This design comes from an exercise in tuning for small area on the open sky130 flow, not from production work. Where RTL was checked, it was by simulation tests only, not by an equivalence proof against the original. No activity file was given, so power comes from the tool's default toggle rates.

==> maple: inputs <==
## advanced_processor
module advanced_processor (
    input wire clk,             
    input wire rst,             
    input wire [31:0] inst_in,  
    input wire [31:0] data_in,  
    output reg [31:0] data_out,  
    output wire [31:0] pc_out   
);
==> module advanced_processor, before the edit <==
module advanced_processor (
    input wire clk,             
    input wire rst,             
    input wire [31:0] inst_in,  
    input wire [31:0] data_in,  
    output reg [31:0] data_out,  
    output wire [31:0] pc_out   
);
    parameter CACHE_SIZE = 16;        
    parameter INIT_PC = 32'h0000_0000;  
    reg [31:0] pc;                    
    reg [31:0] instruction_register;  
    reg [31:0] data_register;         
    reg [31:0] cache[CACHE_SIZE-1:0];  
    reg [31:0] cache_tags[CACHE_SIZE-1:0];  
    reg [CACHE_SIZE-1:0] cache_valid;  
    reg [1:0] branch_history_table [0:3];  
    reg branch_prediction;                 
    reg forwarding_enabled;                
    wire stall = 1'b0;                     
    reg [63:0] cycle_counter;              
    reg branch_mispredict_count;           
    reg [31:0] alu_result;                 
    reg alu_zero;                          
    wire [5:0] opcode = instruction_register[31:26];  
    wire [4:0] rs = instruction_register[25:21];      
    wire [4:0] rt = instruction_register[20:16];      
    wire [15:0] immediate = instruction_register[15:0];  
    wire [31:0] cache_index = pc % CACHE_SIZE;
    wire cache_hit = cache_valid[cache_index] && cache_tags[cache_index] == pc;
    assign pc_out = pc;
    always @(posedge clk) begin
        if (!rst && !stall && !cache_hit) begin
            cache[cache_index] <= inst_in;   
            cache_tags[cache_index] <= pc;   
        end
    end
    always @(posedge clk or posedge rst) begin
        if (rst) begin
            pc <= INIT_PC;
            cycle_counter <= 0;
            branch_mispredict_count <= 0;
            cache_valid <= {CACHE_SIZE{1'b0}};  
            instruction_register <= 32'b0;
            branch_prediction <= 1'b0;
            data_register <= 32'b0;
            data_out <= 32'b0;
            alu_result <= 32'b0;
        end else begin
            cycle_counter <= cycle_counter + 1;
            if (!stall) begin
                if (cache_hit) begin
                    instruction_register <= cache[cache_index];  
                end else begin
                    instruction_register <= inst_in;  
                    cache_valid[cache_index] <= 1'b1;  
                end
                pc <= pc + 4;  
            end
            case (opcode)
                6'b000000: begin  
                    alu_result <= rs + rt;
                end
                6'b000001: begin  
                    alu_result <= rs - rt;
                end
                6'b000010: begin  
                    if (rs == rt) begin
                        pc <= pc + immediate;  
                        branch_prediction <= 1'b1;  
                    end else begin
                        branch_prediction <= 1'b0;  
                    end
                end
                default: begin
                    alu_result <= 32'b0;  
                end
            endcase
            if (opcode == 6'b000010) begin
                if (branch_prediction != (rs == rt)) begin
                    branch_mispredict_count <= branch_mispredict_count + 1;
                    pc <= pc - 4;  
                end
            end
            if (opcode == 6'b000100) begin  
                data_register <= data_in;
            end else if (opcode == 6'b000101) begin  
                data_out <= data_register;
            end
        end
    end
endmodule
make LEC_CHECK=0 CAP_MARGIN=20 CORE_MARGIN=2 CORE_UTILIZATION=40 SLEW_MARGIN=20 finish   # period 6.0 ns
run.sh (not shown) runs the stock make flow with config.mk's settings and CLKGATE_MAP_FILE= SYNTH_SCRIPT=/design/flow/synth_recipe.tcl, a recipe that flattens the netlist after the stock synthesis.
==> juniper: changes against maple <==
==> flow/design.v (replaced) <==
module advanced_processor (
    input wire clk,             
    input wire rst,             
    input wire [31:0] inst_in,  
    input wire [31:0] data_in,  
    output reg [31:0] data_out,  
    output wire [31:0] pc_out   
);
    reg [31:0] pc;
    reg [16:0] ir;
    reg        bp;
    reg [31:0] dreg;
    reg [27:0] tag [0:15];
    reg [16:0] line [0:15];
    reg [15:0] valid;
    wire [3:0] idx = pc[3:0];
    reg [15:0] sel;
    reg [27:0] rtag;
    reg [16:0] rline;
    reg rvalid;
    integer j;
    always @* begin
        rtag = 28'b0; rline = 17'b0; rvalid = 1'b0;
        for (j = 0; j < 16; j = j + 1) begin
            sel[j] = idx == j;
            rtag = rtag | ({28{sel[j]}} & tag[j]);
            rline = rline | ({17{sel[j]}} & line[j]);
            rvalid = rvalid | (sel[j] & valid[j]);
        end
    end
    wire hit = rvalid && rtag == pc[31:4];
    wire [5:0] op = inst_in[31:26];
    wire in_beq = op == 6'd2 && inst_in[25:21] == inst_in[20:16];
    wire in_bne = op == 6'd2 && inst_in[25:21] != inst_in[20:16];
    wire [16:0] enc = in_beq ? {1'b1, inst_in[15:0]} :
                      {15'b0, in_bne || op == 6'd5, in_bne || op == 6'd4};
    wire [16:0] fetched = hit ? rline : enc;
    wire is_beq = ir[16];
    wire is_bne = !ir[16] && ir[1:0] == 2'b11;
    wire is_load = !ir[16] && ir[1:0] == 2'b01;
    wire is_store = !ir[16] && ir[1:0] == 2'b10;
    wire mispredict = (is_beq && !bp) || (is_bne && bp);
    wire [31:0] addend = mispredict ? 32'hffff_fffc :
                         is_beq ? {16'b0, ir[15:0]} : 32'd4;
    wire [31:0] npc = pc + addend;
    assign pc_out = pc;
    integer i;
    always @(posedge clk) begin
        for (i = 0; i < 16; i = i + 1)
            if (idx == i) begin
                line[i] <= fetched;
                tag[i] <= pc[31:4];
            end
    end
    always @(posedge clk or posedge rst) begin
        if (rst) begin
            pc <= 32'b0;
            ir <= 17'b0;
            bp <= 1'b0;
            dreg <= 32'b0;
            data_out <= 32'b0;
            valid <= 16'b0;
        end else begin
            valid[idx] <= 1'b1;
            ir <= fetched;
            pc <= npc;
            if (is_beq || is_bne) bp <= is_beq;
            if (is_load) dreg <= data_in;
            if (is_store) data_out <= dreg;
        end
    end
endmodule
==> qor summary <==
Result of the run: juniper finished clean; maple finished clean
Number of sequential storage elements: juniper 850; maple 1,169
Number of tap cells added at floorplan: juniper 1,080; maple 1,536
Rows: juniper 106; maple 126
Setup Slack @ Placement: juniper 1.11 ns; maple 0.793 ns
Total routed wirelength: juniper 94.9 mm; maple 121 mm
Layout clock area frac: juniper 7.18%; maple 7.01%
Mean number of vias per cell: juniper 5.95; maple 5.82
Non-clock inverters: juniper 19; maple 38
Count of buffers not belonging to the clock network in the layout: juniper 251; maple 219
Total power divided by cell area: juniper 329 mW/mm²; maple 316 mW/mm²
Number of placed instances, taps included: juniper 3,228; maple 4,085
Clock latency (worst-skew pair): juniper 0.65 ns; maple 0.72 ns
DRC violation total after the first TritonRoute iteration: juniper 2,383; maple 2,725
Worst setup margin: juniper 0.915 ns; maple 0.732 ns
Share of synthesized area occupied by flip-flops and latches: juniper 74.4%; maple 72.5%
Vias in the first global route: juniper 20,500; maple 26,000
The RTL of juniper was laid out without a check of its function.

## re-timing with driven ports
How much do the figures lean on ideal ports? The routed layouts below were timed once more, with nothing changed but the port constraints. Step 1 sets driving cells, clkbuf_16 on the clock port and buf_2 on the other inputs (assumed; they add their load-dependent delay and slew). Step 2, shift: input delay + t, output delay - t, t = (earliest + latest rising clock arrival at the registers) / 2. This alone moves slack from input paths to output paths. Slacks: ideal / step 1 / step 2; pairs: ideal / step 1.
run | t, ns | setup WS [ns] | worst setup path after step 2 | slew at the worst register clock pin (ns) | pins driven straight from the clock port
maple | 0.770 | 0.732 / 0.732 / 0.732 | register to register | 0.07 / 0.07 | 1
juniper | 0.704 | 0.915 / 0.915 / 0.915 | register to register | 0.06 / 0.06 | 1
After both steps every run listed still meets setup and hold.
